This design comes from an exercise in tuning for small area, a short achievable clock period and few clock cycles per item on the open sky130 flow, not from production work.
Only simulation tests tie the RTL to the original design; equivalence was not proved.

Setup of red:
==> flow/design.v (excerpt) <==
module ntt_top (
  input  wire        clk, rst, start,
  input  wire [15:0] din0, din1, din2, din3, din4, din5, din6, din7, din8, din9, din10, din11, din12, din13, din14, din15,
  output wire [15:0] dout0, dout1, dout2, dout3, dout4, dout5, dout6, dout7, dout8, dout9, dout10, dout11, dout12, dout13, dout14, dout15,
  output wire        done
);
  wire [4:0] x0 = din0[4:0];
  wire [4:0] x1 = din1[4:0];
  wire [4:0] x2 = din2[4:0];
  wire [4:0] x3 = din3[4:0];
  wire [4:0] x4 = din4[4:0];
  wire [4:0] x5 = din5[4:0];
  wire [4:0] x6 = din6[4:0];
  wire [4:0] x7 = din7[4:0];
  wire [4:0] x8 = din8[4:0];
  wire [4:0] x9 = din9[4:0];
  wire [4:0] x10 = din10[4:0];
  wire [4:0] x11 = din11[4:0];
  wire [4:0] x12 = din12[4:0];
  wire [4:0] x13 = din13[4:0];
  wire [4:0] x14 = din14[4:0];
  wire [4:0] x15 = din15[4:0];
  wire s1, c2;
  ntt_fa u_s1 (.a(~x0[4]), .b(~x8[4]), .c(x0[0]), .s(s1), .co(c2));
  wire s3, c4;
  ntt_fa u_s3 (.a(x0[1]), .b(x8[1]), .c(c2), .s(s3), .co(c4));
  wire s5, c6;
  ntt_fa u_s5 (.a(x0[2]), .b(x8[2]), .c(c4), .s(s5), .co(c6));
  wire s7, c8;
  ntt_fa u_s7 (.a(x0[3]), .b(x8[3]), .c(c6), .s(s7), .co(c8));
  wire s9, c10;
  ntt_fa u_s9 (.a(x8[0]), .b(s1), .c(~c8), .s(s9), .co(c10));
  wire s11, c12;
  ntt_fa u_s11 (.a(x0[0]), .b(x8[4]), .c(~x8[0]), .s(s11), .co(c12));
  wire s13, c14;
  ntt_fa u_s13 (.a(~x0[1]), .b(x8[1]), .c(~c12), .s(s13), .co(c14));
  wire s15, c16;
  ntt_fa u_s15 (.a(~x0[2]), .b(x8[2]), .c(c14), .s(s15), .co(c16));
  wire s17, c18;
  ntt_fa u_s17 (.a(~x0[3]), .b(x8[3]), .c(c16), .s(s17), .co(c18));
  wire s19, c20;
  ntt_fa u_s19 (.a(~x0[4]), .b(s11), .c(c18), .s(s19), .co(c20));
  wire s21, c22;
  ntt_fa u_s21 (.a(x1[0]), .b(x9[0]), .c(~x1[4]), .s(s21), .co(c22));
  wire s23, c24;
  ntt_fa u_s23 (.a(x1[1]), .b(x9[1]), .c(c22), .s(s23), .co(c24));
  wire s25, c26;
  ntt_fa u_s25 (.a(x1[2]), .b(x9[2]), .c(c24), .s(s25), .co(c26));
  ...
Size: about 1300 cells after synthesis, roughly 80 flip-flops.
==> flow/config.mk <==
export PLATFORM = sky130hd
export DESIGN_NAME = ntt_top
export DESIGN_NICKNAME = ntt_top
export VERILOG_FILES = /design/flow/design.v
export SDC_FILE = /design/flow/constraint.sdc
export NUM_CORES = 8
export LEC_CHECK = 0
export CAP_MARGIN = 20
export CORE_MARGIN = 2
export CORE_UTILIZATION = 30
export CTS_BUF_LIST = sky130_fd_sc_hd__clkbuf_8
export SETUP_SLACK_MARGIN = 4.9
export SLEW_MARGIN = 20
export SYNTH_HIERARCHICAL = 1
export SYNTH_MINIMUM_KEEP_SIZE = 0
==> flow/constraint.sdc <==
create_clock -name core_clock -period 22.0 [get_ports {clk}]
set_input_delay 4.4000 -clock core_clock [delete_from_list [all_inputs] [get_ports {clk}]]
set_output_delay 4.4000 -clock core_clock [all_outputs]
set_load 0.01 [all_outputs]
standard.sh (not shown) runs the stock make flow with config.mk's settings and CLKGATE_MAP_FILE= SYNTH_SCRIPT=/design/flow/synth_recipe.tcl, a recipe that flattens the netlist after the stock synthesis.
==> flow/flow/run.sh <==
#!/bin/bash
# The standard layout (standard.sh: the standard flow's synthesis and ORFS flow), with two
# placement options changed:
#  - port buffers are sky130_fd_sc_hd__buf_1 instead of the default pick;
#  - the constant-0 outputs share tie cells instead of one tie cell per port.
set -euo pipefail
bash standard.sh \
  "BUFFER_PORTS_ARGS=-buffer_cell sky130_fd_sc_hd__buf_1" \
  SKIP_REPAIR_TIE_FANOUT=1 \
  finish > standard_flow.log 2>&1
Testbench counts of red, summed over its fixed seeds: cycles 2,400, items 2,400.
Here is what was changed in the inputs of blue compared with red.
- SETUP_SLACK_MARGIN: 4.9 -> 2.0
Notes after the runs:
- When blue is measured against red, its logic depth of the worst path, buffers included turns out 8 higher.
- Number of iterations in the first detailed-routing pass came out exactly the same in blue and red.
- When blue is set beside red, its met3 wire length turns out to be 0.94% larger.
- blue packs its core looser than red.
- Re non-clock buffer area fraction after layout: red was higher than blue.

[port drivers added, routing unchanged]
No port has a modelled driver above. Below, the same layouts with a new extraction and two added sets of constraints. Step 1 assumes that a clkbuf_16 drives the clock port and a buf_2 every other input. Step 2 times the ports against the registers' clock, not the clock port: input delays grow and output delays shrink by t, the midpoint of the rising clock arrivals with the driver on. Three values: no drivers, after step 1, after step 2; two values: the first two.
| run | t, ns | setup slack, ns | clock arrival spread, ns | slew at the worst register clock pin (ns) | pins driven straight from the clock port |
|---|---|---|---|---|---|
| red | 0.456 | 5.181 / 5.136 / 5.136 | 0.017 / 0.017 | 0.11 / 0.11 | 1 |
| blue | 0.456 | 4.723 / 4.687 / 4.687 | 0.018 / 0.018 | 0.11 / 0.11 | 1 |
After both steps every run listed still meets setup and hold. The setup slack of red, which loses most, moves by -0.045 ns with the drivers and by -0.045 ns with both steps.
